This is an optimization exercise on Yosys and OpenROAD, whose aim is small area, a short achievable clock period and few clock cycles, not a production implementation.
Only simulation tests tie the RTL to the original design; equivalence was not proved.

build 46:
## MandelbrotGen
module MandelbrotGen(
		input Clk_100M,           
		input  [4:0]BTNS,         
		input  SW0,               
		input  SW15,              
		output reg [18:0] addrA,  
		output reg [11:0] dinA,   
		output reg wea            
    );
reg rst_q;        
reg restart;      
reg pan_im;       
reg pan_re;       
reg pan_sub;      
reg zoom;         
reg sw0_q;        
wire raw_restart = SW15 | (|BTNS);
always @(posedge Clk_100M) begin
	rst_q   <= SW15;
	restart <= raw_restart;
	pan_im  <= ~SW15 & (BTNS[0] | BTNS[1]);
	pan_re  <= ~SW15 & ~BTNS[0] & ~BTNS[1] & (BTNS[3] | BTNS[4]);
	pan_sub <= BTNS[0] | (~BTNS[1] & BTNS[3]);
	zoom    <= BTNS[2];
	sw0_q   <= SW0;
end
reg [17:0] shift, re0, im0;    
reg [17:0] crn, cin;           
reg [9:0] xn;                  
reg [8:0] yn;                  
reg row_end;                   
reg [2:0] ipar;                
reg [2:0] hpar;                
reg [17:0] ci_even, ci_odd;
reg [17:0] zr1a, zi1a, cr1a, cr2a;
reg rp1a, rp2a;                    
wire [17:0] ci2a = rp2a ? ci_odd : ci_even;
reg [7:0] n1a, n2a;            
reg v1a, d1a, v2a, d2a;        
reg [2:0] t1a, t2a;            
wire [136-1:0] cuta_w;
reg  [136-1:0] cuta_q;
wire [17:0] nzra, nzia;
wire esca;
wire [17:0] zr1_n_u_s1a = ~zr1a;
wire p0_u_s1a;
mnor2 u_p0_u_s1a (zr1_n_u_s1a[0], zr1_n_u_s1a[2], p0_u_s1a);
wire p1_u_s1a;
mnor2 u_p1_u_s1a (zr1_n_u_s1a[0], zr1_n_u_s1a[3], p1_u_s1a);
wire p2_u_s1a;
mnor2 u_p2_u_s1a (zr1_n_u_s1a[0], zr1_n_u_s1a[4], p2_u_s1a);
wire p3_u_s1a;
mnor2 u_p3_u_s1a (zr1_n_u_s1a[0], zr1_n_u_s1a[5], p3_u_s1a);
wire p4_u_s1a;
mnor2 u_p4_u_s1a (zr1_n_u_s1a[0], zr1_n_u_s1a[6], p4_u_s1a);
wire p5_u_s1a;
mnor2 u_p5_u_s1a (zr1_n_u_s1a[0], zr1_n_u_s1a[7], p5_u_s1a);
wire p6_u_s1a;
mnor2 u_p6_u_s1a (zr1_n_u_s1a[0], zr1_n_u_s1a[8], p6_u_s1a);
wire p7_u_s1a;
mnor2 u_p7_u_s1a (zr1_n_u_s1a[0], zr1_n_u_s1a[9], p7_u_s1a);
wire p8_u_s1a;
  ...
Size in the first run: about 11000 cells after synthesis, ~0.10 sq mm of cells after synthesis.
Settings: LEC_CHECK=0, ABC_AREA=1, CAP_MARGIN=70, CORE_MARGIN=2, CORE_UTILIZATION=40, CTS_BUF_LIST=sky130_fd_sc_hd__clkbuf_8, CTS_CLUSTER_DIAMETER=100, CTS_CLUSTER_SIZE=10, SETUP_SLACK_MARGIN=5, SLEW_MARGIN=70, SYNTH_HIERARCHICAL=1, SYNTH_MINIMUM_KEEP_SIZE=0, TNS_END_PERCENT=20; clock period 11.0 ns.
standard.sh (not shown) runs the stock make flow with config.mk's settings and CLKGATE_MAP_FILE= SYNTH_SCRIPT=/design/flow/synth_recipe.tcl, a recipe that flattens the netlist after the stock synthesis.
==> flow/flow/run.sh <==
#!/bin/bash
# Layout flow: the standard synthesis (standard.sh synth), then the
# standard ORFS layout steps (standard.sh's make command) with these changes:
#  - the resizer's timing repair aims for a larger setup slack margin, so that
#    it shortens the critical paths below the clock period;
#  - extra ORFS variables given in EXTRA below.
# Each tool's output goes to a log file in this folder.
set -euo pipefail
MARGIN=7.5
EXTRA='BUFFER_PORTS_ARGS="-buffer_cell sky130_fd_sc_hd__buf_2"'
bash standard.sh synth > synth.log 2>&1
sed -e "s/SETUP_SLACK_MARGIN=[0-9.]*/SETUP_SLACK_MARGIN=$MARGIN/" \
    -e "s|\"\${@:-finish}\"|$EXTRA \"\${@:-finish}\"|" standard.sh > layout.sh
bash layout.sh > layout.log 2>&1
The flow did not stop early for build 46: all stages ran, and the layout cleared the timing, design-rule and antenna checks.
Testbench counts of build 46, summed over its fixed seeds: cycles 2,839,990.
--- input diff build 46..build 41 ---
- TNS_END_PERCENT now 0, was 20
- CTS_BUF_LIST now sky130_fd_sc_hd__clkbuf_16, was sky130_fd_sc_hd__clkbuf_8
- CTS_CLUSTER_DIAMETER now 60, was 100
- CTS_CLUSTER_SIZE now 20, was 10
[summary]
Build 41: done, clean on timing, DRC and antenna
As of build 41, wire length on met3 had fallen by more than 10% compared to build 46.
Taking build 46 as the reference, in build 41 maximum frequency level, area added between synthesis and finish moved down.
## Diff of input files: build 36 against build 41
- changing CTS_BUF_LIST from sky130_fd_sc_hd__clkbuf_16 to sky130_fd_sc_hd__clkbuf_8
- changing CTS_CLUSTER_DIAMETER from 60 to 100
- changing CTS_CLUSTER_SIZE from 20 to 10
[summary]
- Changes observed in build 36 relative to build 41: multi-input gate share of total cell area rose by 1.3 points; detailed-route wire length stayed essentially flat; multi-input combinational cell count stayed essentially flat.
- End of the critical path = cutb_q[101]: build 36; end of the critical path = cutd_q[103]: build 41
#### Input delta (build 98 over build 36)
- a change of TNS_END_PERCENT from 0 to 5
Findings:
Compared to build 36, the routing of build 98 uses less wire. Looking at global placer's final weighted congestion, build 98 sits 0.041 higher than build 36 does. | area of all placed cells without fillers | build 98 vs build 36 | ≈ equal |. As far as utilization is concerned, build 98 and build 36 perform about the same. The synthesized area per cell on build 36 is in line with that on build 98. Relative to build 36, filler cell count increased by 93 in build 98.

* * *

MandelbrotGen, a different RTL version from the one above (not shown whole).
For scale: ~3200 cells after synthesis, ~390 flip-flops, ~32000 um^2 of cells after synthesis.
Settings: LEC_CHECK=0, CAP_MARGIN=70, CORE_MARGIN=2, CORE_UTILIZATION=55, PLACE_DENSITY=0.7, SETUP_SLACK_MARGIN=5, SLEW_MARGIN=70, SYNTH_HIERARCHICAL=1, SYNTH_MINIMUM_KEEP_SIZE=0, TNS_END_PERCENT=0; clock period 11.0 ns.
==> flow/flow/run.sh <==
#!/bin/bash
# Layout flow: the standard synthesis, then the standard ORFS layout steps
# with the resizer's timing repair aiming for a larger setup slack margin, so
# that it shortens the critical paths below the clock period. Each tool's
# output goes to a log here.
set -euo pipefail
MARGIN=7.2
bash standard.sh synth > synth.log 2>&1
sed -e "s/SETUP_SLACK_MARGIN=[0-9.]*/SETUP_SLACK_MARGIN=$MARGIN/" standard.sh > layout.sh
bash layout.sh > layout.log 2>&1
The first run finished with timing, DRC and antenna clean.
Testbench counts at the start, summed over its fixed seeds: cycles 10,830,570.
Then changed:
Settings changed: ABC_AREA from default to 1, CORE_UTILIZATION 55 to 40, PLACE_DENSITY 0.7 to default.
Die area rises by 39%.
Wire length rises by 0.73%.
Cell count rises by 22%.
Sequential cell count is unchanged.
Non-clock buffer count falls by 11.
Then changed:
==> flow/flow/run.sh (replaced) <==
#!/bin/bash
# Layout flow: the standard synthesis, then the standard ORFS layout steps
# with two changes: the resizer's timing repair aims for a larger setup slack
# margin (so that it shortens the critical paths below the clock period), and
# the port buffers are plain buffers. Each tool's output goes to a log here.
set -euo pipefail
MARGIN=${MARGIN:-7.2}
PORTBUF=sky130_fd_sc_hd__buf_2
bash standard.sh synth > synth.log 2>&1
sed -e "s/SETUP_SLACK_MARGIN=[0-9.]*/SETUP_SLACK_MARGIN=$MARGIN/" \
    -e "s/\"\${@:-finish}\"/BUFFER_PORTS_ARGS=\"-buffer_cell $PORTBUF\" \"\${@:-finish}\"/" standard.sh > layout.sh
bash layout.sh > layout.log 2>&1
Settings changed: ABC_AREA 1 to default.
What happened: Wire length stays flat. Via count came out lower by 6.3%. Die area came out lower by 1.6%. Worst hold slack barely changes. Utilization is about the same. Cell area came out lower by 0.90%.
Then changed:
==> flow/flow/run.sh (replaced) <==
#!/bin/bash
# Layout flow: the standard synthesis (standard.sh synth), then the
# standard ORFS layout steps (standard.sh's make command) with these changes:
#  - the resizer's timing repair aims for a larger setup slack margin, so that
#    it shortens the critical paths below the clock period;
#  - extra ORFS variables given in EXTRA below.
# Each tool's output goes to a log file in this folder.
set -euo pipefail
MARGIN=7.2
EXTRA='BUFFER_PORTS_ARGS="-buffer_cell sky130_fd_sc_hd__buf_2"'
bash standard.sh synth > synth.log 2>&1
sed -e "s/SETUP_SLACK_MARGIN=[0-9.]*/SETUP_SLACK_MARGIN=$MARGIN/" \
    -e "s|\"\${@:-finish}\"|$EXTRA \"\${@:-finish}\"|" standard.sh > layout.sh
bash layout.sh > layout.log 2>&1
Settings changed: ABC_AREA from default to 1.
Effect: Synthesized area increases by 1.7%. Core utilization barely changes. Worst hold slack barely changes. Routed wire length decreases by 1.8%. Final area increases by 0.79%. Via count increases by 5.7%. Sequential share of layout area stays flat.
Then changed:
==> flow/flow/run.sh (replaced) <==
#!/bin/bash
# Layout flow: the standard synthesis, then the standard ORFS layout steps
# with the resizer's timing repair aiming for a larger setup slack margin, so
# that it shortens the critical paths below the clock period. Each tool's
# output goes to a log here.
set -euo pipefail
MARGIN=7.2
bash standard.sh synth > synth.log 2>&1
sed -e "s/SETUP_SLACK_MARGIN=[0-9.]*/SETUP_SLACK_MARGIN=$MARGIN/" standard.sh > layout.sh
bash layout.sh > layout.log 2>&1
Settings changed: ABC_AREA 1 to default, CTS_CLUSTER_DIAMETER from default to 60, CTS_CLUSTER_SIZE from default to 30.
Effect: Sequential share of layout area increases by 0.13 points. Routed wire length increases slightly. Final area decreases slightly. Maximum frequency decreases by a few percent. Non-clock buffer count increases by 6.
Then changed:
==> flow/flow/run.sh (replaced) <==
#!/bin/bash
# Layout flow: the standard synthesis (standard.sh synth), then the
# standard ORFS layout steps (standard.sh's make command) with these changes:
#  - the resizer's timing repair aims for a larger setup slack margin, so that
#    it shortens the critical paths below the clock period;
#  - extra ORFS variables given in EXTRA below.
# Each tool's output goes to a log file in this folder.
set -euo pipefail
MARGIN=7.2
EXTRA='RECOVER_POWER=100'
bash standard.sh synth > synth.log 2>&1
sed -e "s/SETUP_SLACK_MARGIN=[0-9.]*/SETUP_SLACK_MARGIN=$MARGIN/" \
    -e "s|\"\${@:-finish}\"|$EXTRA \"\${@:-finish}\"|" standard.sh > layout.sh
bash layout.sh > layout.log 2>&1
Settings changed: CTS_CLUSTER_DIAMETER 60 to default, CTS_CLUSTER_SIZE 30 to default.
After rerunning: Now the flow finished but fails on max-capacitance violations, max-slew violations; synthesized cell count stays the same; synthesized area is unchanged; core utilization drops by 0.52 points; final area came out lower by 1.1%; worst setup slack gets worse by 2.1 ns.

-- what the ideal ports hide --
The flow's constraints put no driver on any port. The routed layouts listed below were extracted and timed again, unchanged, in two steps. Step 1, drivers: a clkbuf_16 drives Clk_100M and a buf_2 each remaining input, both assumed. Step 2 also shifts input and output timing later by t, the mid clock arrival at the registers, as if the neighbouring blocks saw the same clock. a / b / c = no drivers / after step 1 / after step 2; a / b = the first two.
| run | t (ns) | slack for setup (ns) | worst setup path at the end | worst slew at a driven data input, ns |
|---|---|---|---|---|
| build 46 | 1.027 | 7.210 / 7.210 / 7.210 | register to register | 0.03 |
| build 41 | 0.911 | 7.208 / 7.191 / 7.208 | register to register | 0.03 |
| build 36 | 1.020 | 7.195 / 7.195 / 7.195 | register to register | 0.04 |
| build 98 | 1.056 | 7.173 / 7.173 / 7.173 | register to register | 0.07 |
| the first run of note 2 | 0.661 | 7.031 / 7.031 / 7.031 | register to register | 0.04 |
| the second run of note 2 | 0.662 | 7.127 / 7.127 / 7.127 | register to register | 0.03 |
| the third run of note 2 | 0.653 | 6.959 / 6.959 / 6.959 | register to register | 0.04 |
| the fourth run of note 2 | 0.642 | 7.116 / 7.116 / 7.116 | register to register | 0.03 |
| the fifth run of note 2 | 0.664 | 6.984 / 6.984 / 6.984 | register to register | 0.04 |
| the sixth run of note 2 | 0.654 | 4.919 / 4.919 / 4.919 | register to register | 0.04 |
